This design comes from an exercise in tuning for small area, a short achievable clock period and few clock cycles on the open sky130 flow, not from production work.
RTL that was checked went through simulation tests only; none was proved equivalent to the original.

==> module PSE, before the edit <==
module PSE ( clk,
			reset,
			Xin,
			Yin,
			point_num,
			valid,
			Xout,
			Yout);
input        clk;
input        reset;
input [9:0]  Xin;
input [9:0]  Yin;
input [2:0]  point_num;
output       valid;
output [9:0] Xout;
output [9:0] Yout;
reg  [3:0] cyc;
reg  [2:0] n;
reg  [9:0] p0x, p0y;
reg  [10:0] sx1, sy1, sx2, sy2, sx3, sy3, sx4, sy4, sx5, sy5;
reg  [3:0] xs;          
reg  [3:0] ys;          
reg  [4:0] osel;        
reg        vld;
reg        c12, c13, c23, b5first;
reg        mg;          
reg  [1:0] ia;          
reg  [1:0] ib;          
wire c;   
wire [10:0] ux, uy;
wire [10:0] ax = ({11{xs[0]}} & sx1) | ({11{xs[1]}} & sx2) | ({11{xs[2]}} & sx3) | ({11{xs[3]}} & sx4);
wire [10:0] ay = ({11{xs[0]}} & sy1) | ({11{xs[1]}} & sy2) | ({11{xs[2]}} & sy3) | ({11{xs[3]}} & sy4);
wire [10:0] bx = ({11{ys[0]}} & sx2) | ({11{ys[1]}} & sx3) | ({11{ys[2]}} & sx4) | ({11{ys[3]}} & sx5);
wire [10:0] by = ({11{ys[0]}} & sy2) | ({11{ys[1]}} & sy3) | ({11{ys[2]}} & sy4) | ({11{ys[3]}} & sy5);
cross_calculator CC(.x0(ax), .y0(ay), .x1(bx), .y1(by), .pos(c));
wire big = n[2] & (n[1] | n[0]);           
wire [3:0] start = big ? {1'b0, n} + 4'd1 : {1'b0, n};    
wire [3:0] stop  = start + {1'b0, n} - 4'd1;              
wire pre  = (cyc == start - 4'd1);         
function [3:0] headA;    
	input [1:0] k;
	input x12, x13, x23;
	input [2:0] nn;
	reg [1:0] r1, r2, r3;
	begin
		if (nn == 3'd3) begin
			r1 = 2'd0; r2 = 2'd3; r3 = 2'd3;
		end else if (nn == 3'd4) begin
			r1 = {1'b0, x12}; r2 = {1'b0, ~x12}; r3 = 2'd3;
		end else begin
			r1 = {1'b0, x12} + {1'b0, x13};
			r2 = {1'b0, ~x12} + {1'b0, x23};
			r3 = {1'b0, ~x13} + {1'b0, ~x23};
		end
		headA = {1'b0, r3 == k, r2 == k, r1 == k};
	end
endfunction
function [3:0] headB;
	input       k;
	input       b5;
	input [2:0] nn;
	begin
		case (nn)
			3'd3: headB = 4'b0001;
			3'd4: headB = 4'b0010;
			3'd5: headB = 4'b0100;
			default: headB = (k ^ b5) ? 4'b1000 : 4'b0100;
		endcase
	end
endfunction
wire [4:0] xslot = {1'b0, xs};
wire [4:0] yslot = {ys, 1'b0};
reg [3:0] xs_n [0:1];
reg [3:0] ys_n [0:1];
reg [4:0] osel_n [0:1];
reg       vld_n [0:1];
reg       mg_n [0:1];
reg [1:0] ia_n [0:1];
reg [1:0] ib_n [0:1];
reg       c12_n [0:1], c13_n [0:1], c23_n [0:1], b5_n [0:1];
reg [1:0] sizeA;
reg [1:0] sizeB;
reg       aLeft, bLeft;
reg       takeB;
integer v;
always @(*) begin
	sizeA = big ? 2'd3 : (n == 3'd4 ? 2'd2 : 2'd1);
	sizeB = (n == 3'd6) ? 2'd2 : 2'd1;
	aLeft = (ia < sizeA);
	bLeft = (ib < sizeB);
	for (v = 0; v < 2; v = v + 1) begin
		c12_n[v] = (cyc == 4'd3) ? v[0] : c12;
		c13_n[v] = (cyc == 4'd4) ? v[0] : c13;
		c23_n[v] = (cyc == 4'd5) ? v[0] : c23;
		b5_n[v]  = (cyc == 4'd6) ? v[0] : b5first;
		xs_n[v] = 4'b0000;
		ys_n[v] = 4'b0000;
		osel_n[v] = 5'b00000;
		vld_n[v] = 1'b0;
		mg_n[v] = 1'b0;
		ia_n[v] = 2'd0;
		ib_n[v] = 2'd0;
		takeB = bLeft & (~aLeft | v[0]);
		if (mg) begin
			vld_n[v] = 1'b1;
			osel_n[v] = takeB ? yslot : xslot;
			ia_n[v] = takeB ? ia : ia + 2'd1;
			ib_n[v] = takeB ? ib + 2'd1 : ib;
			mg_n[v] = (cyc != stop - 4'd1);
			xs_n[v] = headA(ia_n[v], c12, c13, c23, n);
			ys_n[v] = headB(ib_n[v][0], b5first, n);
		end else if (pre) begin
			vld_n[v] = 1'b1;
			mg_n[v] = 1'b1;
			xs_n[v] = headA(2'd0, c12_n[v], c13_n[v], c23_n[v], n);
			ys_n[v] = headB(1'b0, b5_n[v], n);
		end else begin
			case (cyc)
				4'd2: begin xs_n[v] = 4'b0001; ys_n[v] = 4'b0001; end   
				4'd3: begin xs_n[v] = 4'b0001; ys_n[v] = 4'b0010; end   
				4'd4: begin xs_n[v] = 4'b0010; ys_n[v] = 4'b0010; end   
				4'd5: begin xs_n[v] = 4'b1000; ys_n[v] = 4'b1000; end   
				default: ;
			endcase
		end
	end
end
always @(posedge clk or posedge reset) begin
	if (reset) begin
		cyc <= 4'd0;
		vld <= 1'b0;
		mg  <= 1'b0;
	end else begin
		cyc <= (cyc == stop) ? 4'd0 : cyc + 4'd1;
		vld <= (cyc != 4'd0) & (c ? vld_n[1] : vld_n[0]);
		mg  <= (cyc != 4'd0) & (c ? mg_n[1] : mg_n[0]);
	end
end
always @(posedge clk) begin
	if (cyc == 4'd0) begin
		p0x <= Xin;
		p0y <= Yin;
		n   <= point_num;
	end
	if (cyc == 4'd1) begin sx1 <= ux; sy1 <= uy; end
	if (cyc == 4'd2) begin sx2 <= ux; sy2 <= uy; end
	if (cyc == 4'd3) begin sx3 <= ux; sy3 <= uy; end
	if (cyc == 4'd4) begin sx4 <= ux; sy4 <= uy; end
	if (cyc == 4'd5) begin sx5 <= ux; sy5 <= uy; end
	xs    <= c ? xs_n[1] : xs_n[0];
	ys    <= c ? ys_n[1] : ys_n[0];
	osel  <= c ? osel_n[1] : osel_n[0];
	ia    <= c ? ia_n[1] : ia_n[0];
	ib    <= c ? ib_n[1] : ib_n[0];
	c12 <= c12_n[c];
	c13 <= c13_n[c];
	c23 <= c23_n[c];
	b5first <= b5_n[c];
end
wire [9:0] ovx = ({10{osel[0]}} & sx1[9:0]) | ({10{osel[1]}} & sx2[9:0]) | ({10{osel[2]}} & sx3[9:0])
               | ({10{osel[3]}} & sx4[9:0]) | ({10{osel[4]}} & sx5[9:0]);
wire [9:0] ovy = ({10{osel[0]}} & sy1[9:0]) | ({10{osel[1]}} & sy2[9:0]) | ({10{osel[2]}} & sy3[9:0])
               | ({10{osel[3]}} & sy4[9:0]) | ({10{osel[4]}} & sy5[9:0]);
assign ux = (vld ? {1'b0, ovx} : {1'b0, Xin}) + ({1'b0, p0x} ^ {11{~vld}}) + {10'd0, ~vld};
assign uy = (vld ? {1'b0, ovy} : {1'b0, Yin}) + ({1'b0, p0y} ^ {11{~vld}}) + {10'd0, ~vld};
assign valid = vld;
assign Xout = ux[9:0];
assign Yout = uy[9:0];
endmodule
clock: 11.0 ns
lec_check: 0
cap_margin: 20
core_margin: 2
core_utilization: 40
setup_slack_margin: 4.0
slew_margin: 20
run.sh (not shown) runs the stock make flow with config.mk's settings and CLKGATE_MAP_FILE= SYNTH_SCRIPT=/design/flow/synth_recipe.tcl, a recipe that flattens the netlist after the stock synthesis.
Next try:
--- a/flow/design.v
+++ b/flow/design.v
@@ -723,11 +723,11 @@
 reg        vld;
 reg        c12, c13, c23, b5first;
 reg        mg;          
 reg  [1:0] ia;          
-reg  [1:0] ib;          
+reg        ib;          
+reg        aLeft, bLeft;
 wire c;   
-wire [10:0] ux, uy;
 wire [10:0] ax = ({11{xs[0]}} & sx1) | ({11{xs[1]}} & sx2) | ({11{xs[2]}} & sx3) | ({11{xs[3]}} & sx4);
 wire [10:0] ay = ({11{xs[0]}} & sy1) | ({11{xs[1]}} & sy2) | ({11{xs[2]}} & sy3) | ({11{xs[3]}} & sy4);
 wire [10:0] bx = ({11{ys[0]}} & sx2) | ({11{ys[1]}} & sx3) | ({11{ys[2]}} & sx4) | ({11{ys[3]}} & sx5);
 wire [10:0] by = ({11{ys[0]}} & sy2) | ({11{ys[1]}} & sy3) | ({11{ys[2]}} & sy4) | ({11{ys[3]}} & sy5);
@@ -774,20 +774,17 @@
 reg [4:0] osel_n [0:1];
 reg       vld_n [0:1];
 reg       mg_n [0:1];
 reg [1:0] ia_n [0:1];
-reg [1:0] ib_n [0:1];
+reg       ib_n [0:1];
+reg       aL_n [0:1];
+reg       bL_n [0:1];
 reg       c12_n [0:1], c13_n [0:1], c23_n [0:1], b5_n [0:1];
 reg [1:0] sizeA;
-reg [1:0] sizeB;
-reg       aLeft, bLeft;
 reg       takeB;
 integer v;
 always @(*) begin
 	sizeA = big ? 2'd3 : (n == 3'd4 ? 2'd2 : 2'd1);
-	sizeB = (n == 3'd6) ? 2'd2 : 2'd1;
-	aLeft = (ia < sizeA);
-	bLeft = (ib < sizeB);
 	for (v = 0; v < 2; v = v + 1) begin
 		c12_n[v] = (cyc == 4'd3) ? v[0] : c12;
 		c13_n[v] = (cyc == 4'd4) ? v[0] : c13;
 		c23_n[v] = (cyc == 4'd5) ? v[0] : c23;
@@ -797,18 +794,22 @@
 		osel_n[v] = 5'b00000;
 		vld_n[v] = 1'b0;
 		mg_n[v] = 1'b0;
 		ia_n[v] = 2'd0;
-		ib_n[v] = 2'd0;
+		ib_n[v] = 1'b0;
+		aL_n[v] = 1'b1;
+		bL_n[v] = 1'b1;
 		takeB = bLeft & (~aLeft | v[0]);
 		if (mg) begin
 			vld_n[v] = 1'b1;
 			osel_n[v] = takeB ? yslot : xslot;
 			ia_n[v] = takeB ? ia : ia + 2'd1;
-			ib_n[v] = takeB ? ib + 2'd1 : ib;
+			ib_n[v] = takeB ? 1'b1 : ib;
+			aL_n[v] = takeB ? aLeft : (ia + 2'd1 < sizeA);
+			bL_n[v] = takeB ? (n == 3'd6 && !ib) : bLeft;
 			mg_n[v] = (cyc != stop - 4'd1);
 			xs_n[v] = headA(ia_n[v], c12, c13, c23, n);
-			ys_n[v] = headB(ib_n[v][0], b5first, n);
+			ys_n[v] = headB(ib_n[v], b5first, n);
 		end else if (pre) begin
 			vld_n[v] = 1'b1;
 			mg_n[v] = 1'b1;
 			xs_n[v] = headA(2'd0, c12_n[v], c13_n[v], c23_n[v], n);
@@ -840,18 +841,20 @@
 		p0x <= Xin;
 		p0y <= Yin;
 		n   <= point_num;
 	end
-	if (cyc == 4'd1) begin sx1 <= ux; sy1 <= uy; end
-	if (cyc == 4'd2) begin sx2 <= ux; sy2 <= uy; end
-	if (cyc == 4'd3) begin sx3 <= ux; sy3 <= uy; end
-	if (cyc == 4'd4) begin sx4 <= ux; sy4 <= uy; end
-	if (cyc == 4'd5) begin sx5 <= ux; sy5 <= uy; end
+	if (cyc == 4'd1) begin sx1 <= {1'b0, Xin} - {1'b0, p0x}; sy1 <= {1'b0, Yin} - {1'b0, p0y}; end
+	if (cyc == 4'd2) begin sx2 <= {1'b0, Xin} - {1'b0, p0x}; sy2 <= {1'b0, Yin} - {1'b0, p0y}; end
+	if (cyc == 4'd3) begin sx3 <= {1'b0, Xin} - {1'b0, p0x}; sy3 <= {1'b0, Yin} - {1'b0, p0y}; end
+	if (cyc == 4'd4) begin sx4 <= {1'b0, Xin} - {1'b0, p0x}; sy4 <= {1'b0, Yin} - {1'b0, p0y}; end
+	if (cyc == 4'd5) begin sx5 <= {1'b0, Xin} - {1'b0, p0x}; sy5 <= {1'b0, Yin} - {1'b0, p0y}; end
 	xs    <= c ? xs_n[1] : xs_n[0];
 	ys    <= c ? ys_n[1] : ys_n[0];
 	osel  <= c ? osel_n[1] : osel_n[0];
 	ia    <= c ? ia_n[1] : ia_n[0];
 	ib    <= c ? ib_n[1] : ib_n[0];
+	aLeft <= c ? aL_n[1] : aL_n[0];
+	bLeft <= c ? bL_n[1] : bL_n[0];
 	c12 <= c12_n[c];
 	c13 <= c13_n[c];
 	c23 <= c23_n[c];
 	b5first <= b5_n[c];
@@ -859,10 +862,8 @@
 wire [9:0] ovx = ({10{osel[0]}} & sx1[9:0]) | ({10{osel[1]}} & sx2[9:0]) | ({10{osel[2]}} & sx3[9:0])
                | ({10{osel[3]}} & sx4[9:0]) | ({10{osel[4]}} & sx5[9:0]);
 wire [9:0] ovy = ({10{osel[0]}} & sy1[9:0]) | ({10{osel[1]}} & sy2[9:0]) | ({10{osel[2]}} & sy3[9:0])
                | ({10{osel[3]}} & sy4[9:0]) | ({10{osel[4]}} & sy5[9:0]);
-assign ux = (vld ? {1'b0, ovx} : {1'b0, Xin}) + ({1'b0, p0x} ^ {11{~vld}}) + {10'd0, ~vld};
-assign uy = (vld ? {1'b0, ovy} : {1'b0, Yin}) + ({1'b0, p0y} ^ {11{~vld}}) + {10'd0, ~vld};
 assign valid = vld;
-assign Xout = ux[9:0];
-assign Yout = uy[9:0];
+assign Xout = ovx + p0x;
+assign Yout = ovy + p0y;
 endmodule
The changed run passed the timing, design-rule and antenna checks.
Setup slack gets better by 0.31 ns.
Die area grows by about 1.7%.
Global-route usage barely changes.
Sequential share of layout area falls by 0.21 points.
Testbench counts after the change, summed over its fixed seeds: cycles 22,671.
Only the layout flow was run in the first run of this note; the RTL was not checked for function there.

## static timing again, ports no longer ideal
How much do the figures lean on ideal ports? The routed layouts below were timed once more, with nothing changed but the port constraints. Step 1 (the two cells are an assumption about what drives the block):
set clk [get_ports {clk}]
set_driving_cell -lib_cell sky130_fd_sc_hd__clkbuf_16 $clk
set_driving_cell -lib_cell sky130_fd_sc_hd__buf_2 [delete_from_list [all_inputs] $clk]
Step 2 also shifts input and output timing later by t, the mid clock arrival at the registers, as if the neighbouring blocks saw the same clock. Slacks: ideal / step 1 / step 2; pairs: ideal / step 1.
| run | shift t [ns] | setup slack, ns | worst setup path after step 2 | clock arrival spread, ns |
|---|---|---|---|---|
| the first run | 0.478 | 3.885 / 3.860 / 3.860 | input to output | 0.011 / 0.010 |
| the second run | 0.479 | 4.196 / 4.196 / 4.196 | register to register | 0.015 / 0.015 |
After both steps setup and hold are still met in every run listed. For the first run, which loses most, drivers alone change the setup slack by -0.025 ns; drivers and shift together by -0.025 ns.
